This is an optimization exercise on Yosys and OpenROAD, whose aim is small area, a short achievable clock period and few clock cycles per item, not a production implementation. RTL that was checked went through simulation tests only; none was proved equivalent to the original. Only the layout flow was run in run 1; the RTL was not checked for function there. Power is estimated from default activity; no workload was simulated.

==> design.v <==
module WallaceTreeMultiplier (
    input                   clk,
    input                   rst,
    input  logic [31:0]     a,
    input  logic [31:0]     b,
    input  logic            start,
    input  logic [1:0]      mul_type,
    output logic            done,
    output logic [63:0]     p
);
  localparam logic [2:0] IDLE = 3'd0, G0 = 3'd1, G1 = 3'd2, G2 = 3'd3, G3 = 3'd4,
                         FIN = 3'd5, DN = 3'd6;
  logic [2:0]  st;
  logic        done_q;   
  logic [32:0] A;        
  logic        corr;     
  logic [31:0] PB;       
  logic [32:0] S, C;  
  logic [7:0]  Ls, Lc;   
  logic        n3d;      
  wire sa = (mul_type == 2'b01) || (mul_type == 2'b10);
  wire sb = (mul_type == 2'b01);
  wire grp = (st == G0) || (st == G1) || (st == G2) || (st == G3);
  function automatic logic [2:0] benc(input logic x2, input logic x1, input logic x0);
    benc = {x2, (x2 & ~x1 & ~x0) | (~x2 & x1 & x0), x1 ^ x0};
  endfunction
  logic [3:0] neg;
  wire [8:0] bn = (st == IDLE) ? {b[7:0], 1'b0} : PB[15:7];
  logic [3:0] neg_l, one_l, two_l;
  always_ff @(posedge clk) begin
    for (int k = 0; k < 4; k++)
      {neg_l[k], two_l[k], one_l[k]} <= benc(bn[2*k+2], bn[2*k+1], bn[2*k]);
  end
  wire [3:0] neg_h = neg_l, one_h = one_l, two_h = two_l;
  assign neg = neg_l;
  wire [34:0] Ae = {A[32], A[32], A};
  wire [35:0] Ae2 = {Ae, 1'b0};
  wire [34:0] m0 = {({18{one_h[0]}} & Ae[34:17]) | ({18{two_h[0]}} & Ae2[34:17]),
                       ({17{one_l[0]}} & Ae[16:0]) | ({17{two_l[0]}} & Ae2[16:0])};
  wire [34:0] r0 = {~(m0[34] ^ neg_h[0]), m0[33:17] ^ {17{neg_h[0]}}, m0[16:0] ^ {17{neg_l[0]}}};
  wire [34:0] m1 = {({18{one_h[1]}} & Ae[34:17]) | ({18{two_h[1]}} & Ae2[34:17]),
                       ({17{one_l[1]}} & Ae[16:0]) | ({17{two_l[1]}} & Ae2[16:0])};
  wire [34:0] r1 = {~(m1[34] ^ neg_h[1]), m1[33:17] ^ {17{neg_h[1]}}, m1[16:0] ^ {17{neg_l[1]}}};
  wire [34:0] m2 = {({18{one_h[2]}} & Ae[34:17]) | ({18{two_h[2]}} & Ae2[34:17]),
                       ({17{one_l[2]}} & Ae[16:0]) | ({17{two_l[2]}} & Ae2[16:0])};
  wire [34:0] r2 = {~(m2[34] ^ neg_h[2]), m2[33:17] ^ {17{neg_h[2]}}, m2[16:0] ^ {17{neg_l[2]}}};
  wire [34:0] m3 = {({18{one_h[3]}} & Ae[34:17]) | ({18{two_h[3]}} & Ae2[34:17]),
                       ({17{one_l[3]}} & Ae[16:0]) | ({17{two_l[3]}} & Ae2[16:0])};
  wire [34:0] r3 = {~(m3[34] ^ neg_h[3]), m3[33:17] ^ {17{neg_h[3]}}, m3[16:0] ^ {17{neg_l[3]}}};
  logic [132:0] tfs, tfc;
  logic [9:0] ths, thc;
  assign tfs[0] = S[0] ^ C[0] ^ neg_l[0];
  assign tfc[0] = (S[0] & C[0]) | (S[0] & neg_l[0]) | (C[0] & neg_l[0]);
  assign ths[0] = S[2] ^ C[2];
  assign thc[0] = S[2] & C[2];
  assign ths[1] = S[3] ^ C[3];
  assign thc[1] = S[3] & C[3];
  assign tfs[1] = S[4] ^ C[4] ^ neg_l[2];
  assign tfc[1] = (S[4] & C[4]) | (S[4] & neg_l[2]) | (C[4] & neg_l[2]);
  assign ths[2] = r0[4] ^ r1[2];
  assign thc[2] = r0[4] & r1[2];
  assign tfs[2] = S[5] ^ C[5] ^ r0[5];
  assign tfc[2] = (S[5] & C[5]) | (S[5] & r0[5]) | (C[5] & r0[5]);
  assign ths[3] = r1[3] ^ r2[1];
  assign thc[3] = r1[3] & r2[1];
  assign tfs[3] = S[6] ^ C[6] ^ r0[6];
  assign tfc[3] = (S[6] & C[6]) | (S[6] & r0[6]) | (C[6] & r0[6]);
  assign tfs[4] = r1[4] ^ r2[2] ^ r3[0];
  assign tfc[4] = (r1[4] & r2[2]) | (r1[4] & r3[0]) | (r2[2] & r3[0]);
  assign tfs[5] = S[7] ^ C[7] ^ r0[7];
  assign tfc[5] = (S[7] & C[7]) | (S[7] & r0[7]) | (C[7] & r0[7]);
  assign tfs[6] = r1[5] ^ r2[3] ^ r3[1];
  assign tfc[6] = (r1[5] & r2[3]) | (r1[5] & r3[1]) | (r2[3] & r3[1]);
  assign tfs[7] = S[8] ^ C[8] ^ r0[8];
  assign tfc[7] = (S[8] & C[8]) | (S[8] & r0[8]) | (C[8] & r0[8]);
  assign tfs[8] = r1[6] ^ r2[4] ^ r3[2];
  assign tfc[8] = (r1[6] & r2[4]) | (r1[6] & r3[2]) | (r2[4] & r3[2]);
  assign tfs[9] = S[9] ^ C[9] ^ r0[9];
  assign tfc[9] = (S[9] & C[9]) | (S[9] & r0[9]) | (C[9] & r0[9]);
  assign tfs[10] = r1[7] ^ r2[5] ^ r3[3];
  assign tfc[10] = (r1[7] & r2[5]) | (r1[7] & r3[3]) | (r2[5] & r3[3]);
  assign tfs[11] = S[10] ^ C[10] ^ r0[10];
  assign tfc[11] = (S[10] & C[10]) | (S[10] & r0[10]) | (C[10] & r0[10]);
  assign tfs[12] = r1[8] ^ r2[6] ^ r3[4];
  assign tfc[12] = (r1[8] & r2[6]) | (r1[8] & r3[4]) | (r2[6] & r3[4]);
  assign tfs[13] = S[11] ^ C[11] ^ r0[11];
  assign tfc[13] = (S[11] & C[11]) | (S[11] & r0[11]) | (C[11] & r0[11]);
  assign tfs[14] = r1[9] ^ r2[7] ^ r3[5];
  assign tfc[14] = (r1[9] & r2[7]) | (r1[9] & r3[5]) | (r2[7] & r3[5]);
  assign tfs[15] = S[12] ^ C[12] ^ r0[12];
  assign tfc[15] = (S[12] & C[12]) | (S[12] & r0[12]) | (C[12] & r0[12]);
  assign tfs[16] = r1[10] ^ r2[8] ^ r3[6];
  assign tfc[16] = (r1[10] & r2[8]) | (r1[10] & r3[6]) | (r2[8] & r3[6]);
  assign tfs[17] = S[13] ^ C[13] ^ r0[13];
  assign tfc[17] = (S[13] & C[13]) | (S[13] & r0[13]) | (C[13] & r0[13]);
  assign tfs[18] = r1[11] ^ r2[9] ^ r3[7];
  assign tfc[18] = (r1[11] & r2[9]) | (r1[11] & r3[7]) | (r2[9] & r3[7]);
  assign tfs[19] = S[14] ^ C[14] ^ r0[14];
  assign tfc[19] = (S[14] & C[14]) | (S[14] & r0[14]) | (C[14] & r0[14]);
  assign tfs[20] = r1[12] ^ r2[10] ^ r3[8];
  assign tfc[20] = (r1[12] & r2[10]) | (r1[12] & r3[8]) | (r2[10] & r3[8]);
  assign tfs[21] = S[15] ^ C[15] ^ r0[15];
  assign tfc[21] = (S[15] & C[15]) | (S[15] & r0[15]) | (C[15] & r0[15]);
  assign tfs[22] = r1[13] ^ r2[11] ^ r3[9];
  assign tfc[22] = (r1[13] & r2[11]) | (r1[13] & r3[9]) | (r2[11] & r3[9]);
  assign tfs[23] = S[16] ^ C[16] ^ r0[16];
  assign tfc[23] = (S[16] & C[16]) | (S[16] & r0[16]) | (C[16] & r0[16]);
  assign tfs[24] = r1[14] ^ r2[12] ^ r3[10];
  assign tfc[24] = (r1[14] & r2[12]) | (r1[14] & r3[10]) | (r2[12] & r3[10]);
  assign tfs[25] = S[17] ^ C[17] ^ r0[17];
  assign tfc[25] = (S[17] & C[17]) | (S[17] & r0[17]) | (C[17] & r0[17]);
  assign tfs[26] = r1[15] ^ r2[13] ^ r3[11];
  assign tfc[26] = (r1[15] & r2[13]) | (r1[15] & r3[11]) | (r2[13] & r3[11]);
  assign tfs[27] = S[18] ^ C[18] ^ r0[18];
  assign tfc[27] = (S[18] & C[18]) | (S[18] & r0[18]) | (C[18] & r0[18]);
  assign tfs[28] = r1[16] ^ r2[14] ^ r3[12];
  assign tfc[28] = (r1[16] & r2[14]) | (r1[16] & r3[12]) | (r2[14] & r3[12]);
  assign tfs[29] = S[19] ^ C[19] ^ r0[19];
  assign tfc[29] = (S[19] & C[19]) | (S[19] & r0[19]) | (C[19] & r0[19]);
  assign tfs[30] = r1[17] ^ r2[15] ^ r3[13];
  assign tfc[30] = (r1[17] & r2[15]) | (r1[17] & r3[13]) | (r2[15] & r3[13]);
  assign tfs[31] = S[20] ^ C[20] ^ r0[20];
  assign tfc[31] = (S[20] & C[20]) | (S[20] & r0[20]) | (C[20] & r0[20]);
  assign tfs[32] = r1[18] ^ r2[16] ^ r3[14];
  assign tfc[32] = (r1[18] & r2[16]) | (r1[18] & r3[14]) | (r2[16] & r3[14]);
  assign tfs[33] = S[21] ^ C[21] ^ r0[21];
  assign tfc[33] = (S[21] & C[21]) | (S[21] & r0[21]) | (C[21] & r0[21]);
  assign tfs[34] = r1[19] ^ r2[17] ^ r3[15];
  assign tfc[34] = (r1[19] & r2[17]) | (r1[19] & r3[15]) | (r2[17] & r3[15]);
  assign tfs[35] = S[22] ^ C[22] ^ r0[22];
  assign tfc[35] = (S[22] & C[22]) | (S[22] & r0[22]) | (C[22] & r0[22]);
  assign tfs[36] = r1[20] ^ r2[18] ^ r3[16];
  assign tfc[36] = (r1[20] & r2[18]) | (r1[20] & r3[16]) | (r2[18] & r3[16]);
  assign tfs[37] = S[23] ^ C[23] ^ r0[23];
  assign tfc[37] = (S[23] & C[23]) | (S[23] & r0[23]) | (C[23] & r0[23]);
  assign tfs[38] = r1[21] ^ r2[19] ^ r3[17];
  assign tfc[38] = (r1[21] & r2[19]) | (r1[21] & r3[17]) | (r2[19] & r3[17]);
  assign tfs[39] = S[24] ^ C[24] ^ r0[24];
  assign tfc[39] = (S[24] & C[24]) | (S[24] & r0[24]) | (C[24] & r0[24]);
  assign tfs[40] = r1[22] ^ r2[20] ^ r3[18];
  assign tfc[40] = (r1[22] & r2[20]) | (r1[22] & r3[18]) | (r2[20] & r3[18]);
  assign tfs[41] = S[25] ^ C[25] ^ r0[25];
  assign tfc[41] = (S[25] & C[25]) | (S[25] & r0[25]) | (C[25] & r0[25]);
  assign tfs[42] = r1[23] ^ r2[21] ^ r3[19];
  assign tfc[42] = (r1[23] & r2[21]) | (r1[23] & r3[19]) | (r2[21] & r3[19]);
  assign tfs[43] = S[26] ^ C[26] ^ r0[26];
  assign tfc[43] = (S[26] & C[26]) | (S[26] & r0[26]) | (C[26] & r0[26]);
  assign tfs[44] = r1[24] ^ r2[22] ^ r3[20];
  assign tfc[44] = (r1[24] & r2[22]) | (r1[24] & r3[20]) | (r2[22] & r3[20]);
  assign tfs[45] = S[27] ^ C[27] ^ r0[27];
  assign tfc[45] = (S[27] & C[27]) | (S[27] & r0[27]) | (C[27] & r0[27]);
  assign tfs[46] = r1[25] ^ r2[23] ^ r3[21];
  assign tfc[46] = (r1[25] & r2[23]) | (r1[25] & r3[21]) | (r2[23] & r3[21]);
  assign tfs[47] = S[28] ^ C[28] ^ r0[28];
  assign tfc[47] = (S[28] & C[28]) | (S[28] & r0[28]) | (C[28] & r0[28]);
  assign tfs[48] = r1[26] ^ r2[24] ^ r3[22];
  assign tfc[48] = (r1[26] & r2[24]) | (r1[26] & r3[22]) | (r2[24] & r3[22]);
  assign tfs[49] = S[29] ^ C[29] ^ r0[29];
  assign tfc[49] = (S[29] & C[29]) | (S[29] & r0[29]) | (C[29] & r0[29]);
  assign tfs[50] = r1[27] ^ r2[25] ^ r3[23];
  assign tfc[50] = (r1[27] & r2[25]) | (r1[27] & r3[23]) | (r2[25] & r3[23]);
  assign tfs[51] = S[30] ^ C[30] ^ r0[30];
  assign tfc[51] = (S[30] & C[30]) | (S[30] & r0[30]) | (C[30] & r0[30]);
  assign tfs[52] = r1[28] ^ r2[26] ^ r3[24];
  assign tfc[52] = (r1[28] & r2[26]) | (r1[28] & r3[24]) | (r2[26] & r3[24]);
  assign tfs[53] = S[31] ^ C[31] ^ r0[31];
  assign tfc[53] = (S[31] & C[31]) | (S[31] & r0[31]) | (C[31] & r0[31]);
  assign tfs[54] = r1[29] ^ r2[27] ^ r3[25];
  assign tfc[54] = (r1[29] & r2[27]) | (r1[29] & r3[25]) | (r2[27] & r3[25]);
  assign tfs[55] = S[32] ^ C[32] ^ r0[32];
  assign tfc[55] = (S[32] & C[32]) | (S[32] & r0[32]) | (C[32] & r0[32]);
  assign tfs[56] = r1[30] ^ r2[28] ^ r3[26];
  assign tfc[56] = (r1[30] & r2[28]) | (r1[30] & r3[26]) | (r2[28] & r3[26]);
  assign tfs[57] = 1'b1 ^ r0[33] ^ r1[31];
  assign tfc[57] = (1'b1 & r0[33]) | (1'b1 & r1[31]) | (r0[33] & r1[31]);
  assign ths[4] = r2[29] ^ r3[27];
  assign thc[4] = r2[29] & r3[27];
  assign tfs[58] = r0[34] ^ r1[32] ^ r2[30];
  assign tfc[58] = (r0[34] & r1[32]) | (r0[34] & r2[30]) | (r1[32] & r2[30]);
  assign ths[5] = 1'b1 ^ r1[33];
  assign thc[5] = 1'b1 & r1[33];
  assign ths[6] = r0[0] ^ tfs[0];
  assign thc[6] = r0[0] & tfs[0];
  assign tfs[59] = S[1] ^ C[1] ^ tfc[0];
  assign tfc[59] = (S[1] & C[1]) | (S[1] & tfc[0]) | (C[1] & tfc[0]);
  assign tfs[60] = neg_l[1] ^ ths[0] ^ r0[2];
  assign tfc[60] = (neg_l[1] & ths[0]) | (neg_l[1] & r0[2]) | (ths[0] & r0[2]);
  assign tfs[61] = thc[0] ^ ths[1] ^ r0[3];
  assign tfc[61] = (thc[0] & ths[1]) | (thc[0] & r0[3]) | (ths[1] & r0[3]);
  assign tfs[62] = thc[1] ^ r2[0] ^ tfs[1];
  assign tfc[62] = (thc[1] & r2[0]) | (thc[1] & tfs[1]) | (r2[0] & tfs[1]);
  assign tfs[63] = tfc[1] ^ thc[2] ^ ths[3];
  assign tfc[63] = (tfc[1] & thc[2]) | (tfc[1] & ths[3]) | (thc[2] & ths[3]);
  assign tfs[64] = thc[3] ^ tfc[2] ^ tfs[3];
  assign tfc[64] = (thc[3] & tfc[2]) | (thc[3] & tfs[3]) | (tfc[2] & tfs[3]);
  assign tfs[65] = tfc[3] ^ tfc[4] ^ tfs[5];
  assign tfc[65] = (tfc[3] & tfc[4]) | (tfc[3] & tfs[5]) | (tfc[4] & tfs[5]);
  assign tfs[66] = tfc[5] ^ tfc[6] ^ tfs[7];
  assign tfc[66] = (tfc[5] & tfc[6]) | (tfc[5] & tfs[7]) | (tfc[6] & tfs[7]);
  assign tfs[67] = tfc[7] ^ tfc[8] ^ tfs[9];
  assign tfc[67] = (tfc[7] & tfc[8]) | (tfc[7] & tfs[9]) | (tfc[8] & tfs[9]);
  assign tfs[68] = tfc[9] ^ tfc[10] ^ tfs[11];
  assign tfc[68] = (tfc[9] & tfc[10]) | (tfc[9] & tfs[11]) | (tfc[10] & tfs[11]);
  assign tfs[69] = tfc[11] ^ tfc[12] ^ tfs[13];
  assign tfc[69] = (tfc[11] & tfc[12]) | (tfc[11] & tfs[13]) | (tfc[12] & tfs[13]);
  assign tfs[70] = tfc[13] ^ tfc[14] ^ tfs[15];
  assign tfc[70] = (tfc[13] & tfc[14]) | (tfc[13] & tfs[15]) | (tfc[14] & tfs[15]);
  assign tfs[71] = tfc[15] ^ tfc[16] ^ tfs[17];
  assign tfc[71] = (tfc[15] & tfc[16]) | (tfc[15] & tfs[17]) | (tfc[16] & tfs[17]);
  assign tfs[72] = tfc[17] ^ tfc[18] ^ tfs[19];
  assign tfc[72] = (tfc[17] & tfc[18]) | (tfc[17] & tfs[19]) | (tfc[18] & tfs[19]);
  assign tfs[73] = tfc[19] ^ tfc[20] ^ tfs[21];
  assign tfc[73] = (tfc[19] & tfc[20]) | (tfc[19] & tfs[21]) | (tfc[20] & tfs[21]);
  assign tfs[74] = tfc[21] ^ tfc[22] ^ tfs[23];
  assign tfc[74] = (tfc[21] & tfc[22]) | (tfc[21] & tfs[23]) | (tfc[22] & tfs[23]);
  assign tfs[75] = tfc[23] ^ tfc[24] ^ tfs[25];
  assign tfc[75] = (tfc[23] & tfc[24]) | (tfc[23] & tfs[25]) | (tfc[24] & tfs[25]);
  assign tfs[76] = tfc[25] ^ tfc[26] ^ tfs[27];
  assign tfc[76] = (tfc[25] & tfc[26]) | (tfc[25] & tfs[27]) | (tfc[26] & tfs[27]);
  assign tfs[77] = tfc[27] ^ tfc[28] ^ tfs[29];
  assign tfc[77] = (tfc[27] & tfc[28]) | (tfc[27] & tfs[29]) | (tfc[28] & tfs[29]);
  assign tfs[78] = tfc[29] ^ tfc[30] ^ tfs[31];
  assign tfc[78] = (tfc[29] & tfc[30]) | (tfc[29] & tfs[31]) | (tfc[30] & tfs[31]);
  assign tfs[79] = tfc[31] ^ tfc[32] ^ tfs[33];
  assign tfc[79] = (tfc[31] & tfc[32]) | (tfc[31] & tfs[33]) | (tfc[32] & tfs[33]);
  assign tfs[80] = tfc[33] ^ tfc[34] ^ tfs[35];
  assign tfc[80] = (tfc[33] & tfc[34]) | (tfc[33] & tfs[35]) | (tfc[34] & tfs[35]);
  assign tfs[81] = tfc[35] ^ tfc[36] ^ tfs[37];
  assign tfc[81] = (tfc[35] & tfc[36]) | (tfc[35] & tfs[37]) | (tfc[36] & tfs[37]);
  assign tfs[82] = tfc[37] ^ tfc[38] ^ tfs[39];
  assign tfc[82] = (tfc[37] & tfc[38]) | (tfc[37] & tfs[39]) | (tfc[38] & tfs[39]);
  assign tfs[83] = tfc[39] ^ tfc[40] ^ tfs[41];
  assign tfc[83] = (tfc[39] & tfc[40]) | (tfc[39] & tfs[41]) | (tfc[40] & tfs[41]);
  assign tfs[84] = tfc[41] ^ tfc[42] ^ tfs[43];
  assign tfc[84] = (tfc[41] & tfc[42]) | (tfc[41] & tfs[43]) | (tfc[42] & tfs[43]);
  assign tfs[85] = tfc[43] ^ tfc[44] ^ tfs[45];
  assign tfc[85] = (tfc[43] & tfc[44]) | (tfc[43] & tfs[45]) | (tfc[44] & tfs[45]);
  assign tfs[86] = tfc[45] ^ tfc[46] ^ tfs[47];
  assign tfc[86] = (tfc[45] & tfc[46]) | (tfc[45] & tfs[47]) | (tfc[46] & tfs[47]);
  assign tfs[87] = tfc[47] ^ tfc[48] ^ tfs[49];
  assign tfc[87] = (tfc[47] & tfc[48]) | (tfc[47] & tfs[49]) | (tfc[48] & tfs[49]);
  assign tfs[88] = tfc[49] ^ tfc[50] ^ tfs[51];
  assign tfc[88] = (tfc[49] & tfc[50]) | (tfc[49] & tfs[51]) | (tfc[50] & tfs[51]);
  assign tfs[89] = tfc[51] ^ tfc[52] ^ tfs[53];
  assign tfc[89] = (tfc[51] & tfc[52]) | (tfc[51] & tfs[53]) | (tfc[52] & tfs[53]);
  assign tfs[90] = tfc[53] ^ tfc[54] ^ tfs[55];
  assign tfc[90] = (tfc[53] & tfc[54]) | (tfc[53] & tfs[55]) | (tfc[54] & tfs[55]);
  assign tfs[91] = ths[4] ^ tfc[55] ^ tfc[56];
  assign tfc[91] = (ths[4] & tfc[55]) | (ths[4] & tfc[56]) | (tfc[55] & tfc[56]);
  assign tfs[92] = r3[28] ^ thc[4] ^ tfc[57];
  assign tfc[92] = (r3[28] & thc[4]) | (r3[28] & tfc[57]) | (thc[4] & tfc[57]);
  assign tfs[93] = r2[31] ^ r3[29] ^ ths[5];
  assign tfc[93] = (r2[31] & r3[29]) | (r2[31] & ths[5]) | (r3[29] & ths[5]);
  assign tfs[94] = r1[34] ^ r2[32] ^ r3[30];
  assign tfc[94] = (r1[34] & r2[32]) | (r1[34] & r3[30]) | (r2[32] & r3[30]);
  assign ths[7] = 1'b1 ^ r2[33];
  assign thc[7] = 1'b1 & r2[33];
  assign ths[8] = k8 ^ ths[6];
  assign thc[8] = k8 & ths[6];
  assign tfs[95] = r0[1] ^ thc[6] ^ tfs[59];
  assign tfc[95] = (r0[1] & thc[6]) | (r0[1] & tfs[59]) | (thc[6] & tfs[59]);
  assign tfs[96] = r1[0] ^ tfc[59] ^ tfs[60];
  assign tfc[96] = (r1[0] & tfc[59]) | (r1[0] & tfs[60]) | (tfc[59] & tfs[60]);
  assign tfs[97] = r1[1] ^ tfc[60] ^ tfs[61];
  assign tfc[97] = (r1[1] & tfc[60]) | (r1[1] & tfs[61]) | (tfc[60] & tfs[61]);
  assign tfs[98] = ths[2] ^ tfc[61] ^ tfs[62];
  assign tfc[98] = (ths[2] & tfc[61]) | (ths[2] & tfs[62]) | (tfc[61] & tfs[62]);
  assign tfs[99] = tfc[62] ^ tfs[2] ^ tfs[63];
  assign tfc[99] = (tfc[62] & tfs[2]) | (tfc[62] & tfs[63]) | (tfs[2] & tfs[63]);
  assign tfs[100] = tfs[4] ^ tfc[63] ^ tfs[64];
  assign tfc[100] = (tfs[4] & tfc[63]) | (tfs[4] & tfs[64]) | (tfc[63] & tfs[64]);
  assign tfs[101] = tfs[6] ^ tfc[64] ^ tfs[65];
  assign tfc[101] = (tfs[6] & tfc[64]) | (tfs[6] & tfs[65]) | (tfc[64] & tfs[65]);
  assign tfs[102] = tfs[8] ^ tfc[65] ^ tfs[66];
  assign tfc[102] = (tfs[8] & tfc[65]) | (tfs[8] & tfs[66]) | (tfc[65] & tfs[66]);
  assign tfs[103] = tfs[10] ^ tfc[66] ^ tfs[67];
  assign tfc[103] = (tfs[10] & tfc[66]) | (tfs[10] & tfs[67]) | (tfc[66] & tfs[67]);
  assign tfs[104] = tfs[12] ^ tfc[67] ^ tfs[68];
  assign tfc[104] = (tfs[12] & tfc[67]) | (tfs[12] & tfs[68]) | (tfc[67] & tfs[68]);
  assign tfs[105] = tfs[14] ^ tfc[68] ^ tfs[69];
  assign tfc[105] = (tfs[14] & tfc[68]) | (tfs[14] & tfs[69]) | (tfc[68] & tfs[69]);
  assign tfs[106] = tfs[16] ^ tfc[69] ^ tfs[70];
  assign tfc[106] = (tfs[16] & tfc[69]) | (tfs[16] & tfs[70]) | (tfc[69] & tfs[70]);
  assign tfs[107] = tfs[18] ^ tfc[70] ^ tfs[71];
  assign tfc[107] = (tfs[18] & tfc[70]) | (tfs[18] & tfs[71]) | (tfc[70] & tfs[71]);
  assign tfs[108] = tfs[20] ^ tfc[71] ^ tfs[72];
  assign tfc[108] = (tfs[20] & tfc[71]) | (tfs[20] & tfs[72]) | (tfc[71] & tfs[72]);
  assign tfs[109] = tfs[22] ^ tfc[72] ^ tfs[73];
  assign tfc[109] = (tfs[22] & tfc[72]) | (tfs[22] & tfs[73]) | (tfc[72] & tfs[73]);
  assign tfs[110] = tfs[24] ^ tfc[73] ^ tfs[74];
  assign tfc[110] = (tfs[24] & tfc[73]) | (tfs[24] & tfs[74]) | (tfc[73] & tfs[74]);
  assign tfs[111] = tfs[26] ^ tfc[74] ^ tfs[75];
  assign tfc[111] = (tfs[26] & tfc[74]) | (tfs[26] & tfs[75]) | (tfc[74] & tfs[75]);
  assign tfs[112] = tfs[28] ^ tfc[75] ^ tfs[76];
  assign tfc[112] = (tfs[28] & tfc[75]) | (tfs[28] & tfs[76]) | (tfc[75] & tfs[76]);
  assign tfs[113] = tfs[30] ^ tfc[76] ^ tfs[77];
  assign tfc[113] = (tfs[30] & tfc[76]) | (tfs[30] & tfs[77]) | (tfc[76] & tfs[77]);
  assign tfs[114] = tfs[32] ^ tfc[77] ^ tfs[78];
  assign tfc[114] = (tfs[32] & tfc[77]) | (tfs[32] & tfs[78]) | (tfc[77] & tfs[78]);
  assign tfs[115] = tfs[34] ^ tfc[78] ^ tfs[79];
  assign tfc[115] = (tfs[34] & tfc[78]) | (tfs[34] & tfs[79]) | (tfc[78] & tfs[79]);
  assign tfs[116] = tfs[36] ^ tfc[79] ^ tfs[80];
  assign tfc[116] = (tfs[36] & tfc[79]) | (tfs[36] & tfs[80]) | (tfc[79] & tfs[80]);
  assign tfs[117] = tfs[38] ^ tfc[80] ^ tfs[81];
  assign tfc[117] = (tfs[38] & tfc[80]) | (tfs[38] & tfs[81]) | (tfc[80] & tfs[81]);
  assign tfs[118] = tfs[40] ^ tfc[81] ^ tfs[82];
  assign tfc[118] = (tfs[40] & tfc[81]) | (tfs[40] & tfs[82]) | (tfc[81] & tfs[82]);
  assign tfs[119] = tfs[42] ^ tfc[82] ^ tfs[83];
  assign tfc[119] = (tfs[42] & tfc[82]) | (tfs[42] & tfs[83]) | (tfc[82] & tfs[83]);
  assign tfs[120] = tfs[44] ^ tfc[83] ^ tfs[84];
  assign tfc[120] = (tfs[44] & tfc[83]) | (tfs[44] & tfs[84]) | (tfc[83] & tfs[84]);
  assign tfs[121] = tfs[46] ^ tfc[84] ^ tfs[85];
  assign tfc[121] = (tfs[46] & tfc[84]) | (tfs[46] & tfs[85]) | (tfc[84] & tfs[85]);
  assign tfs[122] = tfs[48] ^ tfc[85] ^ tfs[86];
  assign tfc[122] = (tfs[48] & tfc[85]) | (tfs[48] & tfs[86]) | (tfc[85] & tfs[86]);
  assign tfs[123] = tfs[50] ^ tfc[86] ^ tfs[87];
  assign tfc[123] = (tfs[50] & tfc[86]) | (tfs[50] & tfs[87]) | (tfc[86] & tfs[87]);
  assign tfs[124] = tfs[52] ^ tfc[87] ^ tfs[88];
  assign tfc[124] = (tfs[52] & tfc[87]) | (tfs[52] & tfs[88]) | (tfc[87] & tfs[88]);
  assign tfs[125] = tfs[54] ^ tfc[88] ^ tfs[89];
  assign tfc[125] = (tfs[54] & tfc[88]) | (tfs[54] & tfs[89]) | (tfc[88] & tfs[89]);
  assign tfs[126] = tfs[56] ^ tfc[89] ^ tfs[90];
  assign tfc[126] = (tfs[56] & tfc[89]) | (tfs[56] & tfs[90]) | (tfc[89] & tfs[90]);
  assign tfs[127] = tfs[57] ^ tfs[91] ^ tfc[90];
  assign tfc[127] = (tfs[57] & tfs[91]) | (tfs[57] & tfc[90]) | (tfs[91] & tfc[90]);
  assign tfs[128] = tfs[58] ^ tfc[91] ^ tfs[92];
  assign tfc[128] = (tfs[58] & tfc[91]) | (tfs[58] & tfs[92]) | (tfc[91] & tfs[92]);
  assign tfs[129] = tfc[58] ^ tfs[93] ^ tfc[92];
  assign tfc[129] = (tfc[58] & tfs[93]) | (tfc[58] & tfc[92]) | (tfs[93] & tfc[92]);
  assign tfs[130] = thc[5] ^ tfs[94] ^ tfc[93];
  assign tfc[130] = (thc[5] & tfs[94]) | (thc[5] & tfc[93]) | (tfs[94] & tfc[93]);
  assign tfs[131] = r3[31] ^ ths[7] ^ tfc[94];
  assign tfc[131] = (r3[31] & ths[7]) | (r3[31] & tfc[94]) | (ths[7] & tfc[94]);
  assign tfs[132] = r2[34] ^ r3[32] ^ thc[7];
  assign tfc[132] = (r2[34] & r3[32]) | (r2[34] & thc[7]) | (r3[32] & thc[7]);
  assign ths[9] = 1'b1 ^ r3[33];
  assign thc[9] = 1'b1 & r3[33];
  wire [42:0] ts = {1'b0, 1'b1, r3[34], ths[9], tfs[132], tfs[131], tfs[130], tfc[128], tfc[127], tfc[126], tfc[125], tfc[124], tfc[123], tfc[122], tfc[121], tfc[120], tfc[119], tfc[118], tfc[117], tfc[116], tfc[115], tfc[114], tfc[113], tfc[112], tfc[111], tfc[110], tfc[109], tfc[108], tfc[107], tfc[106], tfc[105], tfc[104], tfc[103], tfc[102], tfc[101], tfc[100], tfc[99], tfc[98], tfc[97], tfc[96], tfc[95], thc[8], ths[8]};
  wire [42:0] tc = {1'b0, 1'b0, thc[9], tfc[132], tfc[131], tfc[130], tfc[129], tfs[129], tfs[128], tfs[127], tfs[126], tfs[125], tfs[124], tfs[123], tfs[122], tfs[121], tfs[120], tfs[119], tfs[118], tfs[117], tfs[116], tfs[115], tfs[114], tfs[113], tfs[112], tfs[111], tfs[110], tfs[109], tfs[108], tfs[107], tfs[106], tfs[105], tfs[104], tfs[103], tfs[102], tfs[101], tfs[100], tfs[99], tfs[98], tfs[97], tfs[96], tfs[95], lo_c8};
  wire x6 = Ls[6] ^ Lc[6] ^ n3d;
  wire k7 = (Ls[6] & Lc[6]) | (Ls[6] & n3d) | (Lc[6] & n3d);
  wire x7 = Ls[7] ^ Lc[7] ^ k7;
  wire k8 = (Ls[7] & Lc[7]) | (Ls[7] & k7) | (Lc[7] & k7);
  wire [31:0] ca = corr ? A[31:0] : 32'd0;
  wire [31:0] fu = S[31:0] ^ C[31:0] ^ ca;
  wire [31:0] fv = ((S[31:0] ^ C[31:0]) & ca) | (S[31:0] & C[31:0]);
  wire [39:0] ax = {fu, x7, x6, Ls[5:0]};
  wire [39:0] ay = {fv[30:0], k8, 2'b00, Lc[5:0]};
  logic [39:0] ad_s;
  logic ad_co;
  logic [40:0] ad_c;   
  always_comb begin
    logic [40:0] g, p;
    g = {ax & ay, 1'b0};
    p = {ax ^ ay, 1'b0};
    begin
      logic [40:0] g0, p0;
      g0 = g; p0 = p;
      g[1] = g0[1] | (p0[1] & g0[0]); p[1] = p0[1] & p0[0];
      g[2] = g0[2] | (p0[2] & g0[1]); p[2] = p0[2] & p0[1];
      g[3] = g0[3] | (p0[3] & g0[2]); p[3] = p0[3] & p0[2];
      g[4] = g0[4] | (p0[4] & g0[3]); p[4] = p0[4] & p0[3];
      g[5] = g0[5] | (p0[5] & g0[4]); p[5] = p0[5] & p0[4];
      g[6] = g0[6] | (p0[6] & g0[5]); p[6] = p0[6] & p0[5];
      g[7] = g0[7] | (p0[7] & g0[6]); p[7] = p0[7] & p0[6];
      g[8] = g0[8] | (p0[8] & g0[7]); p[8] = p0[8] & p0[7];
      g[9] = g0[9] | (p0[9] & g0[8]); p[9] = p0[9] & p0[8];
      g[10] = g0[10] | (p0[10] & g0[9]); p[10] = p0[10] & p0[9];
      g[11] = g0[11] | (p0[11] & g0[10]); p[11] = p0[11] & p0[10];
      g[12] = g0[12] | (p0[12] & g0[11]); p[12] = p0[12] & p0[11];
      g[13] = g0[13] | (p0[13] & g0[12]); p[13] = p0[13] & p0[12];
      g[14] = g0[14] | (p0[14] & g0[13]); p[14] = p0[14] & p0[13];
      g[15] = g0[15] | (p0[15] & g0[14]); p[15] = p0[15] & p0[14];
      g[16] = g0[16] | (p0[16] & g0[15]); p[16] = p0[16] & p0[15];
      g[17] = g0[17] | (p0[17] & g0[16]); p[17] = p0[17] & p0[16];
      g[18] = g0[18] | (p0[18] & g0[17]); p[18] = p0[18] & p0[17];
      g[19] = g0[19] | (p0[19] & g0[18]); p[19] = p0[19] & p0[18];
      g[20] = g0[20] | (p0[20] & g0[19]); p[20] = p0[20] & p0[19];
      g[21] = g0[21] | (p0[21] & g0[20]); p[21] = p0[21] & p0[20];
      g[22] = g0[22] | (p0[22] & g0[21]); p[22] = p0[22] & p0[21];
      g[23] = g0[23] | (p0[23] & g0[22]); p[23] = p0[23] & p0[22];
      g[24] = g0[24] | (p0[24] & g0[23]); p[24] = p0[24] & p0[23];
      g[25] = g0[25] | (p0[25] & g0[24]); p[25] = p0[25] & p0[24];
      g[26] = g0[26] | (p0[26] & g0[25]); p[26] = p0[26] & p0[25];
      g[27] = g0[27] | (p0[27] & g0[26]); p[27] = p0[27] & p0[26];
      g[28] = g0[28] | (p0[28] & g0[27]); p[28] = p0[28] & p0[27];
      g[29] = g0[29] | (p0[29] & g0[28]); p[29] = p0[29] & p0[28];
      g[30] = g0[30] | (p0[30] & g0[29]); p[30] = p0[30] & p0[29];
      g[31] = g0[31] | (p0[31] & g0[30]); p[31] = p0[31] & p0[30];
      g[32] = g0[32] | (p0[32] & g0[31]); p[32] = p0[32] & p0[31];
      g[33] = g0[33] | (p0[33] & g0[32]); p[33] = p0[33] & p0[32];
      g[34] = g0[34] | (p0[34] & g0[33]); p[34] = p0[34] & p0[33];
      g[35] = g0[35] | (p0[35] & g0[34]); p[35] = p0[35] & p0[34];
      g[36] = g0[36] | (p0[36] & g0[35]); p[36] = p0[36] & p0[35];
      g[37] = g0[37] | (p0[37] & g0[36]); p[37] = p0[37] & p0[36];
      g[38] = g0[38] | (p0[38] & g0[37]); p[38] = p0[38] & p0[37];
      g[39] = g0[39] | (p0[39] & g0[38]); p[39] = p0[39] & p0[38];
      g[40] = g0[40] | (p0[40] & g0[39]); p[40] = p0[40] & p0[39];
    end
    begin
      logic [40:0] g0, p0;
      g0 = g; p0 = p;
      g[2] = g0[2] | (p0[2] & g0[0]); p[2] = p0[2] & p0[0];
      g[3] = g0[3] | (p0[3] & g0[1]); p[3] = p0[3] & p0[1];
      g[4] = g0[4] | (p0[4] & g0[2]); p[4] = p0[4] & p0[2];
      g[5] = g0[5] | (p0[5] & g0[3]); p[5] = p0[5] & p0[3];
      g[6] = g0[6] | (p0[6] & g0[4]); p[6] = p0[6] & p0[4];
      g[7] = g0[7] | (p0[7] & g0[5]); p[7] = p0[7] & p0[5];
      g[8] = g0[8] | (p0[8] & g0[6]); p[8] = p0[8] & p0[6];
      g[9] = g0[9] | (p0[9] & g0[7]); p[9] = p0[9] & p0[7];
      g[10] = g0[10] | (p0[10] & g0[8]); p[10] = p0[10] & p0[8];
      g[11] = g0[11] | (p0[11] & g0[9]); p[11] = p0[11] & p0[9];
      g[12] = g0[12] | (p0[12] & g0[10]); p[12] = p0[12] & p0[10];
      g[13] = g0[13] | (p0[13] & g0[11]); p[13] = p0[13] & p0[11];
      g[14] = g0[14] | (p0[14] & g0[12]); p[14] = p0[14] & p0[12];
      g[15] = g0[15] | (p0[15] & g0[13]); p[15] = p0[15] & p0[13];
      g[16] = g0[16] | (p0[16] & g0[14]); p[16] = p0[16] & p0[14];
      g[17] = g0[17] | (p0[17] & g0[15]); p[17] = p0[17] & p0[15];
      g[18] = g0[18] | (p0[18] & g0[16]); p[18] = p0[18] & p0[16];
      g[19] = g0[19] | (p0[19] & g0[17]); p[19] = p0[19] & p0[17];
      g[20] = g0[20] | (p0[20] & g0[18]); p[20] = p0[20] & p0[18];
      g[21] = g0[21] | (p0[21] & g0[19]); p[21] = p0[21] & p0[19];
      g[22] = g0[22] | (p0[22] & g0[20]); p[22] = p0[22] & p0[20];
      g[23] = g0[23] | (p0[23] & g0[21]); p[23] = p0[23] & p0[21];
      g[24] = g0[24] | (p0[24] & g0[22]); p[24] = p0[24] & p0[22];
      g[25] = g0[25] | (p0[25] & g0[23]); p[25] = p0[25] & p0[23];
      g[26] = g0[26] | (p0[26] & g0[24]); p[26] = p0[26] & p0[24];
      g[27] = g0[27] | (p0[27] & g0[25]); p[27] = p0[27] & p0[25];
      g[28] = g0[28] | (p0[28] & g0[26]); p[28] = p0[28] & p0[26];
      g[29] = g0[29] | (p0[29] & g0[27]); p[29] = p0[29] & p0[27];
      g[30] = g0[30] | (p0[30] & g0[28]); p[30] = p0[30] & p0[28];
      g[31] = g0[31] | (p0[31] & g0[29]); p[31] = p0[31] & p0[29];
      g[32] = g0[32] | (p0[32] & g0[30]); p[32] = p0[32] & p0[30];
      g[33] = g0[33] | (p0[33] & g0[31]); p[33] = p0[33] & p0[31];
      g[34] = g0[34] | (p0[34] & g0[32]); p[34] = p0[34] & p0[32];
      g[35] = g0[35] | (p0[35] & g0[33]); p[35] = p0[35] & p0[33];
      g[36] = g0[36] | (p0[36] & g0[34]); p[36] = p0[36] & p0[34];
      g[37] = g0[37] | (p0[37] & g0[35]); p[37] = p0[37] & p0[35];
      g[38] = g0[38] | (p0[38] & g0[36]); p[38] = p0[38] & p0[36];
      g[39] = g0[39] | (p0[39] & g0[37]); p[39] = p0[39] & p0[37];
      g[40] = g0[40] | (p0[40] & g0[38]); p[40] = p0[40] & p0[38];
    end
    begin
      logic [40:0] g0, p0;
      g0 = g; p0 = p;
      g[4] = g0[4] | (p0[4] & g0[0]); p[4] = p0[4] & p0[0];
      g[5] = g0[5] | (p0[5] & g0[1]); p[5] = p0[5] & p0[1];
      g[6] = g0[6] | (p0[6] & g0[2]); p[6] = p0[6] & p0[2];
      g[7] = g0[7] | (p0[7] & g0[3]); p[7] = p0[7] & p0[3];
      g[8] = g0[8] | (p0[8] & g0[4]); p[8] = p0[8] & p0[4];
      g[9] = g0[9] | (p0[9] & g0[5]); p[9] = p0[9] & p0[5];
      g[10] = g0[10] | (p0[10] & g0[6]); p[10] = p0[10] & p0[6];
      g[11] = g0[11] | (p0[11] & g0[7]); p[11] = p0[11] & p0[7];
      g[12] = g0[12] | (p0[12] & g0[8]); p[12] = p0[12] & p0[8];
      g[13] = g0[13] | (p0[13] & g0[9]); p[13] = p0[13] & p0[9];
      g[14] = g0[14] | (p0[14] & g0[10]); p[14] = p0[14] & p0[10];
      g[15] = g0[15] | (p0[15] & g0[11]); p[15] = p0[15] & p0[11];
      g[16] = g0[16] | (p0[16] & g0[12]); p[16] = p0[16] & p0[12];
      g[17] = g0[17] | (p0[17] & g0[13]); p[17] = p0[17] & p0[13];
      g[18] = g0[18] | (p0[18] & g0[14]); p[18] = p0[18] & p0[14];
      g[19] = g0[19] | (p0[19] & g0[15]); p[19] = p0[19] & p0[15];
      g[20] = g0[20] | (p0[20] & g0[16]); p[20] = p0[20] & p0[16];
      g[21] = g0[21] | (p0[21] & g0[17]); p[21] = p0[21] & p0[17];
      g[22] = g0[22] | (p0[22] & g0[18]); p[22] = p0[22] & p0[18];
      g[23] = g0[23] | (p0[23] & g0[19]); p[23] = p0[23] & p0[19];
      g[24] = g0[24] | (p0[24] & g0[20]); p[24] = p0[24] & p0[20];
      g[25] = g0[25] | (p0[25] & g0[21]); p[25] = p0[25] & p0[21];
      g[26] = g0[26] | (p0[26] & g0[22]); p[26] = p0[26] & p0[22];
      g[27] = g0[27] | (p0[27] & g0[23]); p[27] = p0[27] & p0[23];
      g[28] = g0[28] | (p0[28] & g0[24]); p[28] = p0[28] & p0[24];
      g[29] = g0[29] | (p0[29] & g0[25]); p[29] = p0[29] & p0[25];
      g[30] = g0[30] | (p0[30] & g0[26]); p[30] = p0[30] & p0[26];
      g[31] = g0[31] | (p0[31] & g0[27]); p[31] = p0[31] & p0[27];
      g[32] = g0[32] | (p0[32] & g0[28]); p[32] = p0[32] & p0[28];
      g[33] = g0[33] | (p0[33] & g0[29]); p[33] = p0[33] & p0[29];
      g[34] = g0[34] | (p0[34] & g0[30]); p[34] = p0[34] & p0[30];
      g[35] = g0[35] | (p0[35] & g0[31]); p[35] = p0[35] & p0[31];
      g[36] = g0[36] | (p0[36] & g0[32]); p[36] = p0[36] & p0[32];
      g[37] = g0[37] | (p0[37] & g0[33]); p[37] = p0[37] & p0[33];
      g[38] = g0[38] | (p0[38] & g0[34]); p[38] = p0[38] & p0[34];
      g[39] = g0[39] | (p0[39] & g0[35]); p[39] = p0[39] & p0[35];
      g[40] = g0[40] | (p0[40] & g0[36]); p[40] = p0[40] & p0[36];
    end
    begin
      logic [40:0] g0, p0;
      g0 = g; p0 = p;
      g[8] = g0[8] | (p0[8] & g0[0]); p[8] = p0[8] & p0[0];
      g[9] = g0[9] | (p0[9] & g0[1]); p[9] = p0[9] & p0[1];
      g[10] = g0[10] | (p0[10] & g0[2]); p[10] = p0[10] & p0[2];
      g[11] = g0[11] | (p0[11] & g0[3]); p[11] = p0[11] & p0[3];
      g[12] = g0[12] | (p0[12] & g0[4]); p[12] = p0[12] & p0[4];
      g[13] = g0[13] | (p0[13] & g0[5]); p[13] = p0[13] & p0[5];
      g[14] = g0[14] | (p0[14] & g0[6]); p[14] = p0[14] & p0[6];
      g[15] = g0[15] | (p0[15] & g0[7]); p[15] = p0[15] & p0[7];
      g[16] = g0[16] | (p0[16] & g0[8]); p[16] = p0[16] & p0[8];
      g[17] = g0[17] | (p0[17] & g0[9]); p[17] = p0[17] & p0[9];
      g[18] = g0[18] | (p0[18] & g0[10]); p[18] = p0[18] & p0[10];
      g[19] = g0[19] | (p0[19] & g0[11]); p[19] = p0[19] & p0[11];
      g[20] = g0[20] | (p0[20] & g0[12]); p[20] = p0[20] & p0[12];
      g[21] = g0[21] | (p0[21] & g0[13]); p[21] = p0[21] & p0[13];
      g[22] = g0[22] | (p0[22] & g0[14]); p[22] = p0[22] & p0[14];
      g[23] = g0[23] | (p0[23] & g0[15]); p[23] = p0[23] & p0[15];
      g[24] = g0[24] | (p0[24] & g0[16]); p[24] = p0[24] & p0[16];
      g[25] = g0[25] | (p0[25] & g0[17]); p[25] = p0[25] & p0[17];
      g[26] = g0[26] | (p0[26] & g0[18]); p[26] = p0[26] & p0[18];
      g[27] = g0[27] | (p0[27] & g0[19]); p[27] = p0[27] & p0[19];
      g[28] = g0[28] | (p0[28] & g0[20]); p[28] = p0[28] & p0[20];
      g[29] = g0[29] | (p0[29] & g0[21]); p[29] = p0[29] & p0[21];
      g[30] = g0[30] | (p0[30] & g0[22]); p[30] = p0[30] & p0[22];
      g[31] = g0[31] | (p0[31] & g0[23]); p[31] = p0[31] & p0[23];
      g[32] = g0[32] | (p0[32] & g0[24]); p[32] = p0[32] & p0[24];
      g[33] = g0[33] | (p0[33] & g0[25]); p[33] = p0[33] & p0[25];
      g[34] = g0[34] | (p0[34] & g0[26]); p[34] = p0[34] & p0[26];
      g[35] = g0[35] | (p0[35] & g0[27]); p[35] = p0[35] & p0[27];
      g[36] = g0[36] | (p0[36] & g0[28]); p[36] = p0[36] & p0[28];
      g[37] = g0[37] | (p0[37] & g0[29]); p[37] = p0[37] & p0[29];
      g[38] = g0[38] | (p0[38] & g0[30]); p[38] = p0[38] & p0[30];
      g[39] = g0[39] | (p0[39] & g0[31]); p[39] = p0[39] & p0[31];
      g[40] = g0[40] | (p0[40] & g0[32]); p[40] = p0[40] & p0[32];
    end
    begin
      logic [40:0] g0, p0;
      g0 = g; p0 = p;
      g[16] = g0[16] | (p0[16] & g0[0]); p[16] = p0[16] & p0[0];
      g[17] = g0[17] | (p0[17] & g0[1]); p[17] = p0[17] & p0[1];
      g[18] = g0[18] | (p0[18] & g0[2]); p[18] = p0[18] & p0[2];
      g[19] = g0[19] | (p0[19] & g0[3]); p[19] = p0[19] & p0[3];
      g[20] = g0[20] | (p0[20] & g0[4]); p[20] = p0[20] & p0[4];
      g[21] = g0[21] | (p0[21] & g0[5]); p[21] = p0[21] & p0[5];
      g[22] = g0[22] | (p0[22] & g0[6]); p[22] = p0[22] & p0[6];
      g[23] = g0[23] | (p0[23] & g0[7]); p[23] = p0[23] & p0[7];
      g[24] = g0[24] | (p0[24] & g0[8]); p[24] = p0[24] & p0[8];
      g[25] = g0[25] | (p0[25] & g0[9]); p[25] = p0[25] & p0[9];
      g[26] = g0[26] | (p0[26] & g0[10]); p[26] = p0[26] & p0[10];
      g[27] = g0[27] | (p0[27] & g0[11]); p[27] = p0[27] & p0[11];
      g[28] = g0[28] | (p0[28] & g0[12]); p[28] = p0[28] & p0[12];
      g[29] = g0[29] | (p0[29] & g0[13]); p[29] = p0[29] & p0[13];
      g[30] = g0[30] | (p0[30] & g0[14]); p[30] = p0[30] & p0[14];
      g[31] = g0[31] | (p0[31] & g0[15]); p[31] = p0[31] & p0[15];
      g[32] = g0[32] | (p0[32] & g0[16]); p[32] = p0[32] & p0[16];
      g[33] = g0[33] | (p0[33] & g0[17]); p[33] = p0[33] & p0[17];
      g[34] = g0[34] | (p0[34] & g0[18]); p[34] = p0[34] & p0[18];
      g[35] = g0[35] | (p0[35] & g0[19]); p[35] = p0[35] & p0[19];
      g[36] = g0[36] | (p0[36] & g0[20]); p[36] = p0[36] & p0[20];
      g[37] = g0[37] | (p0[37] & g0[21]); p[37] = p0[37] & p0[21];
      g[38] = g0[38] | (p0[38] & g0[22]); p[38] = p0[38] & p0[22];
      g[39] = g0[39] | (p0[39] & g0[23]); p[39] = p0[39] & p0[23];
      g[40] = g0[40] | (p0[40] & g0[24]); p[40] = p0[40] & p0[24];
    end
    begin
      logic [40:0] g0, p0;
      g0 = g; p0 = p;
      g[32] = g0[32] | (p0[32] & g0[0]); p[32] = p0[32] & p0[0];
      g[33] = g0[33] | (p0[33] & g0[1]); p[33] = p0[33] & p0[1];
      g[34] = g0[34] | (p0[34] & g0[2]); p[34] = p0[34] & p0[2];
      g[35] = g0[35] | (p0[35] & g0[3]); p[35] = p0[35] & p0[3];
      g[36] = g0[36] | (p0[36] & g0[4]); p[36] = p0[36] & p0[4];
      g[37] = g0[37] | (p0[37] & g0[5]); p[37] = p0[37] & p0[5];
      g[38] = g0[38] | (p0[38] & g0[6]); p[38] = p0[38] & p0[6];
      g[39] = g0[39] | (p0[39] & g0[7]); p[39] = p0[39] & p0[7];
      g[40] = g0[40] | (p0[40] & g0[8]); p[40] = p0[40] & p0[8];
    end
    ad_s = (ax ^ ay) ^ g[39:0];
    ad_co = g[40];
    ad_c = g;
  end
  wire [7:0] lo = ad_s[7:0];
  wire lo_c8 = ad_c[8];
  wire [31:0] phi = ad_s[39:8];
  wire zop = (A == 33'd0) || (PB == 32'd0);
  always_ff @(posedge clk) begin
    if (rst) begin
      st <= IDLE;
      done_q <= 1'b0;
    end
    else begin
      done_q <= (st == FIN) || (st == G0 && zop) || (st == DN && start);
      case (st)
        IDLE: if (start) st <= G0;
        G0: st <= zop ? DN : G1;
        G1: st <= G2;
        G2: st <= G3;
        G3: st <= FIN;
        FIN: st <= DN;
        DN: if (!start) st <= IDLE;
        default: st <= IDLE;
      endcase
    end
  end
  wire zclr = (st == G0) && zop;
  always_ff @(posedge clk) begin
    A <= {sa & a[31], a};
    corr <= ~sb & b[31];
    C <= grp ? tc[40:8] : 33'd1 << 32;
    Ls <= grp ? ts[7:0] : 8'd0;
    Lc <= grp ? tc[7:0] : 8'd0;
    n3d <= grp ? neg[3] : 1'b0;
    if (st == IDLE) PB <= b;
    else if (zclr) PB <= '0;
    else if (grp || st == FIN) PB <= {lo, PB[31:8]};
    if (st == FIN) S[31:0] <= phi;
    else if (zclr) S <= '0;
    else if (st == IDLE) S <= 33'd1 << 32;
    else if (grp) S <= ts[40:8];
  end
  assign done = done_q;
  assign p = {S[31:0], PB};
endmodule
==> flow/run.sh <==
#!/bin/bash
# Standard layout, with timing repair asked to leave a larger setup margin,
# and plain buffers (not delay buffers) on the ports.
export SETUP_SLACK_MARGIN=7.8
export BUFFER_PORTS_ARGS="-buffer_cell sky130_fd_sc_hd__buf_1"
bash standard.sh > standard_run.log 2>&1
==> standard.sh <==
#!/bin/bash
# synth_recipe.tcl (not shown) runs the flow's synth.tcl, then flattens the netlist and writes it again
# the make line also repeats each setting of config.mk as NAME=value (left out here)
make -C /OpenROAD-flow-scripts/flow DESIGN_CONFIG=/design/flow/config.mk WORK_HOME=/design/flow/orfs CLKGATE_MAP_FILE= SYNTH_SCRIPT=/design/flow/synth_recipe.tcl "${@:-finish}"
==> config.mk <==
export PLATFORM = sky130hd
export DESIGN_NAME = WallaceTreeMultiplier
export DESIGN_NICKNAME = WallaceTreeMultiplier
export VERILOG_FILES = /design/flow/design.v
export SDC_FILE = /design/flow/constraint.sdc
export NUM_CORES = 4
export LEC_CHECK = 0
export CAP_MARGIN = 20
export CORE_MARGIN = 2
export CORE_UTILIZATION = 40
export SLEW_MARGIN = 20
==> constraint.sdc <==
create_clock -name core_clock -period 11.0 [get_ports {clk}]
set_input_delay 2.2000 -clock core_clock [delete_from_list [all_inputs] [get_ports {clk}]]
set_output_delay 2.2000 -clock core_clock [all_outputs]
set_load 0.01 [all_outputs]
==> impl_metrics.ini, run 1 <==
[placed_design]
gp_congestion = 0.909
dpl.cell_count = 1897
dp_hpwl_mm = 31.4
port-buffer-count = 133
post-place-ws_ps = 7020

[synth]
synth_edf_count = 65
synth_area_um2 = 14400
synth_commonest_cells = fa_1 (165), xnor2_1 (143), a22oi_1 (129)
syn_nets = 1733
syn-instance-count = 1450
muxShareOfSynthArea_pct = 0.819
yosysSeqAreaShare_pct = 27.5
yosys_warnings = 1
syn_area_per_cell_um2 = 9.90
synth_area_leader_cell = fa_1
ys.flop_type = dfxtp_1
synth_fa_ha_area_share_pct = 27.3
synth.distinct_cells = 65
yosys.area_share.simple_pct = 11.0
synth_compound_area_share_pct = 15.2
async_flop_share_pct = 0
netlist.area_leader.share_pct = 23.0
synth.most_common_cell = fa_1
ys_top_cells_by_area = fa_1 (23%), dfxtp_1 (14%), edfxtp_1 (14%)
synth_xor_area_share_pct = 10.7
synth_top_family_by_area = adder cells
ys_ff_latch = 165

[drt]
via_per_inst = 5.70
wirelength_mm = 45.6
firstDrtPassIters = 7
drc = 0
drt_iter0_markers = 1130
antenna_left = 0
wl_per_cell_um = 22.6
num_vias = 11493

[cts]
insertion_delay_ps = 470
clk_path_buf_depth = 2
clk_pin_slew_worst_paths_ps = 70
cts_htree_levels = 4
cts-root-buf = clkbuf_16
cts_num_sinks = 165
hold_buffers = 0
numCtsBuffers = 17
tritoncts = built

[job]
max_cap_viol_count = 0

[sta]
finalHoldViolations = 0
worst_slew_pin_slew_ps = 1010
final.min_clock_period_ps = 3360
rsz0062_at_grt = true
slew_violations = 0
setup_viol = 0
setup_ws_ps = 7640
worst_clock_skew_ps = 14.9
setup-tns-final_ps = 0
maxSlewHeadroom_pct = 32.9
period_share_pct = 30.6
fmax_ghz = 0.298

[finish]
fin_nets = 1825
final_layout_size_suffix_gt1_share_pct = 19.9
utilization_pct = 47.3
stdcell_count = 2016
areaGrowthSynthToFinish_pct = 17.0
diodes = 0

[die]
die_area_um2 = 37400
pin_count = 134
start_util_pct = 40.5
core_um2 = 35500
num_rows = 69
chipWidth_um = 193
die_y_um = 193

[power]
cellPowerDensity_nw_per_um2 = 304
ir_drop_uv = 147
leakage_nw = 6.84

[worst_hold_path]
hold_class = reg -> reg
min_from = st[0]

[global_route]
grt_antenna_before_repair = 0
grt-ovfl-total = 0
grt_pass1_wl_mm = 69.5
grt_usage_pct = 24.1
grt_start_max_net_pins = 66
first_global_vias = 11544

[critical_path]
cpPeakStageDelay_ps = 510
crit_slowest_cell = edfxtp_1
critPathTopFamily = flip-flops
cp_max_fo = 2
cp-end-kind = primary output
r2r_start = S[1]
criticalPathCategory = reg -> out
cp_data_required_time_ps = 8800
critPathLaunchType = flip-flop
setup.worst_path.start = S[20]
crit_buf_inv = 1
arrival_ps = 1160
path_cells = clkbuf_2

[status]
status = no timing/DRC/antenna violations
==> routing by layer <==
metal | GRT usage, % | share of wire [%] | vias to the layer above
li1 | - | - | 5102
met1 | 34.1 | 44 | 5788
met2 | 37.6 | 46 | 536
met3 | 4.01 | 7.1 | 67
met4 | 8.14 | 2.3 | 0
met5 | 0 | 0 | -
==> state kept, by name, summed over array words and instances (netlist names) <==
name and count:
two_l 4, Lc 8, one_l 4, A 33, S 33, n3d 1
Ls 8, neg_l 4, C 33, corr 1, done_q 1, PB 32
st 3
==> timing repair <==
action	CTS	global route
buffers inserted	59	28
pin swaps	1	42
endpoints found under the setup margin	95	96
endpoints found under the hold margin	0	0
gates resized for setup	75	138
==> final timing paths <==
path,end,slack [ps],cells after the start
max,p[52],7640,1
min,st[0],650,1
max reg2reg,S[29],7760,11
min reg2reg,st[0],650,1
==> worst register-to-register path, stage by stage (launching register included) <==
cell and delay, ps:
edfxtp_1 460, buf_6 160, fa_1 490, ha_4 310
nand4b_1 150, a211o_1 370, o211a_4 180, a21oi_4 170
o211a_1 250, o21ai_1 140, and3_1 210, o31ai_2 200
==> final cells by class <==
cell class                 instances  area, um2
clock inverter                    12        123
multi-input combinational       1044       9860
tap                              461        577
timing repair buffer             233       1410
inverter                          81        304
sequential                       165       4030
fill                            3308      18700
clock buffer                      20        489
==> cell usage in the layout, fill, tap and decap left out, drive strengths merged, types with 2 or more instances in the layout <==
cell type	count
a21oi	56
nand2	121
o31ai	10
nor2	41
xnor2	143
nor3	14
a31oi	6
a211oi	3
clkinv	3
and3	52
o21ai	83
clkbuf	63
xor2	32
o211ai	2
a22oi	129
o211a	2
and2	26
nand4	15
nor4	16
or2	2
nor2b	4
inv	89
nand2b	5
ha	49
mux2i	11
or3	5
fa	165
dfxtp	100
buf	190
edfxtp	65
nand3	12
a21boi	2
a41oi	2
o21bai	7
a22o	2
a21o	14
==> stage by stage <==
| step | power (mW) | instance area, um2 | hold WS (ps) |
|---|---|---|---|
| after global routing | 5.57 | 16800 | 692 |
| after global placement | 4.04 | 14800 | 601 |
| after detailed placement | 4.11 | 14800 | 611 |
| final | 5.11 | 16800 | 647 |
| after floorplan | 3.24 | 14400 | 513 |
| after CTS | 4.89 | 16100 | 652 |
==> cell families (layout without fill, tap and decap cells) <==
kind of cell | Yosys count | in the layout
compound gates | 326 | 326
xor+xnor | 175 | 175
fa+ha+maj | 214 | 214
buf+inv | 241 | 346
flops | 165 | 165
mux | 11 | 11
simple gates | 318 | 318
==> power by group <==
part,switching [mW],internal [mW]
clock network,0.302,0.334
logic,1.85,1.59
registers,0.212,0.832
==> run 2, diff against run 1 <==
--- a/design.v
+++ b/design.v
@@ -598,10 +598,10 @@
     if (st == IDLE) PB <= b;
     else if (zclr) PB <= '0;
     else if (grp || st == FIN) PB <= {lo, PB[31:8]};
-    if (st == FIN) S[31:0] <= phi;
-    else if (zclr) S <= '0;
+    if (zclr) S <= '0;
     else if (st == IDLE) S <= 33'd1 << 32;
     else if (grp) S <= ts[40:8];
+    else if (st == FIN) S[31:0] <= phi;
   end
   assign done = done_q;
   assign p = {S[31:0], PB};
==> flow/run.sh (replaced) <==
#!/bin/bash
# Standard layout, with timing repair asked to leave a larger setup margin,
# plain buffers (not delay buffers) on the ports, and no dummy clock loads.
export SETUP_SLACK_MARGIN=7.8
export BUFFER_PORTS_ARGS="-buffer_cell sky130_fd_sc_hd__buf_1"
export CTS_ARGS="-sink_clustering_enable -repair_clock_nets -dont_use_dummy_load -buf_list {sky130_fd_sc_hd__clkbuf_4 sky130_fd_sc_hd__clkbuf_8}"
bash standard.sh > standard_run.log 2>&1
==> impl_metrics.ini, run 2 <==
[synth]
synth_area_leader_cell = fa_1
yosysSeqAreaShare_pct = 25.6
synth.most_common_cell = fa_1
synth_commonest_cells = fa_1 (165), xnor2_1 (147), a22oi_1 (134)
yosys_warnings = 1
syn-instance-count = 1450
async_flop_share_pct = 0
syn_area_per_cell_um2 = 9.76
synth_area_um2 = 14100
netlist.area_leader.share_pct = 23.3
synth_edf_count = 32
syn_nets = 1733
ys_top_cells_by_area = fa_1 (23%), dfxtp_1 (19%), xnor2_1 (9.1%)
ys.flop_type = dfxtp_1
synth.distinct_cells = 57
ys_ff_latch = 165

[critical_path]
criticalPathCategory = reg -> reg
cpPeakStageDelay_ps = 450
setup.worst_path.start = corr
worstReg2RegEnd = S[29]
path_cells = buf_8, and2_1, fa_1, ha_4, nand3_1, nor4_4, o31ai_4, a311o_1, nand3_2, a21bo_4, a31oi_4, xor2_1, o22ai_1
cp_data_required_time_ps = 11400
cp_max_fo = 8
r2r_start = corr
critPathLaunchType = flip-flop
reg2reg_setup_slack_ps = 7710
arrival_ps = 3690
r2r_cells = 13
crit_slowest_cell = fa_1
cp-end-kind = flip-flop

[die]
die_y_um = 192
num_rows = 68
pin_count = 134
chipWidth_um = 192
core_um2 = 34700
die_area_um2 = 36900
start_util_pct = 40.8

[power]
clock_power_share_pct = 7.1
leakage_nw = 6.91
ir_drop_uv = 127
p_int_mw = 2.56
p_sw_share_pct = 47.5
combPwrFrac_pct = 71.3
power_switching_mw = 2.32
cellPowerDensity_nw_per_um2 = 293
total_power_mw = 4.88
pwr-share-seq_pct = 21.5

[finish]
top_regs = A (33), C (33), S (33)
final_layout_size_suffix_gt1_share_pct = 21.8
stdcell_count = 2008
utilization_pct = 47.9
final_cell_mix = fa_1 (161), xnor2_1 (146), a22oi_1 (133)
diodes = 0
areaGrowthSynthToFinish_pct = 17.6
fin_nets = 1838
layout_commonest_cell = fa_1

[cts]
cts-root-buf = clkbuf_8
numCtsBuffers = 17
insertion_delay_ps = 490
cts_htree_levels = 4
tritoncts = built
cts_num_sinks = 165
clk_path_buf_depth = 2
clk_pin_slew_worst_paths_ps = 80

[status]
status = no timing/DRC/antenna violations

[sta]
worst_clock_skew_ps = 30.7
period_share_pct = 29.9
setup-tns-final_ps = 0
finalHoldViolations = 0
final.min_clock_period_ps = 3290
whs_ps = 608
setup_viol = 0
fmax_ghz = 0.304
slew_violations = 0
maxSlewHeadroom_pct = 48.8
rsz0062_at_grt = true
worst_slew_pin_slew_ps = 765

[global_route]
grt-ovfl-total = 0
grt_pass1_wl_mm = 70.5
grt_antenna_before_repair = 1
grt_start_max_net_pins = 53
grt_usage_pct = 25.4
first_global_vias = 11823

[worst_hold_path]
whs_endpoint = S[13]
min_from = S[13]
whs_path_depth = 2
hold_class = reg -> reg

[drt]
wirelength_mm = 46.4
firstDrtPassIters = 5
via_per_inst = 5.71
wl_per_cell_um = 23.1
drc = 0
drt_iter0_markers = 1054
num_vias = 11458
antenna_left = 0

[placed_design]
dpl.cell_count = 1898
gp_congestion = 0.890
dp_hpwl_mm = 32.1
port-buffer-count = 133

[job]
max_cap_viol_count = 0
run 2: layout make-up:
type                            instances  area (um2)
Fill cell                            3320       18100
Multi-Input combinational cell       1053       10000
Sequential cell                       165        3810
Timing Repair Buffer                  245        1720
Tap cell                              455         569
Inverter                               73         274
Clock buffer                           17         234
run 2: worst max path at each step:
stage	to	slack (ps)	cells past startpoint
2_1_floorplan	S[26]	7790	14
4_1_cts	p[14]	7650	1
5_1_grt	S[29]	7600	13
3_5_place_dp	S[15]	6930	13
3_3_place_gp	S[15]	7020	13
6_report	S[29]	7710	13
run 2: cell families (layout without fill, tap and decap cells):
kind of cell	Yosys count	count (layout)	share of synthesized area [%]
xor+xnor	176	176	10.9
flops	165	165	25.6
simple gates	298	298	10.5
buf+inv	232	335	7.00
compound gates	360	360	18.0
mux	5	5	0.354
fa+ha+maj	214	214	27.7
run 2: worst max-delay path: cells and delay by family, from the launching register on:
kind	cells	cell delay, ps
DFF	1	440
adders and majority gates	2	780
buffers and inverters	1	160
xor gates and xnor gates	1	150
and+or+nand+nor	4	700
AOI/OAI and AO/OA	5	970
run 2: repair_timing:
item | 4_1_cts | 5_1_grt
setup buffers | 72 | 21
gates resized for setup | 212 | 97
cloned | 0 | 0
pin swaps | 26 | 24
hold buffers | 0 | 0
endpoints found under the setup margin | 123 | 107
run 2: stage by stage:
| step | area (um2) | setup slack (ps) |
|---|---|---|
| after floorplan | 14200 | 7790 |
| after global placement | 14700 | 7020 |
| after detailed placement | 14700 | 6930 |
| after CTS | 16100 | 7650 |
| after global routing | 16600 | 7600 |
| final | 16600 | 7710 |
run 2: power groups by stage:
stage	clock network, mW	registers (mW)	logic, mW
detailed placement	0	1.09	3.07
global placement	0	1.08	3.03
global route	0.380	1.07	3.88
finish	0.347	1.05	3.48
floorplan	0	0.907	2.31
CTS	0.358	1.05	3.33
run 2: routing by layer:
layer	vias to the layer above	global-route usage (%)	share of wire (%)
met4	0	9.04	3.1
met5	-	0	0
met2	481	40.2	46
li1	5161	-	-
met1	5749	34.2	44
met3	67	5.61	7.5
Testbench counts of run 2, summed over its fixed seeds: cycles 15,028, items 2,000.

[afterwards: timing with drivers on the ports]
How much do the figures lean on ideal ports? The routed layouts below were timed once more, with nothing changed but the port constraints.
Step 1 sets driving cells, clkbuf_16 on the clock port and buf_2 on the other inputs (assumed; they add their load-dependent delay and slew).
Step 2 adds t to the input delays and takes it off the output delays; t is the mean of the earliest and latest rising clock arrival at the registers after step 1. Input paths then give back, and output paths get back, about the clock's delay inside the block.
Slacks: no drivers / after step 1 / after step 2; pairs: no drivers / after step 1.
run	shift t [ns]	setup WS [ns]	worst setup path after step 2	worst data-port slew with drivers (ns)
run 1	0.513	7.639 / 7.586 / 7.756	register to register	0.04
run 2	0.527	7.710 / 7.666 / 7.710	register to register	0.06
After both steps every run listed still meets setup and hold.
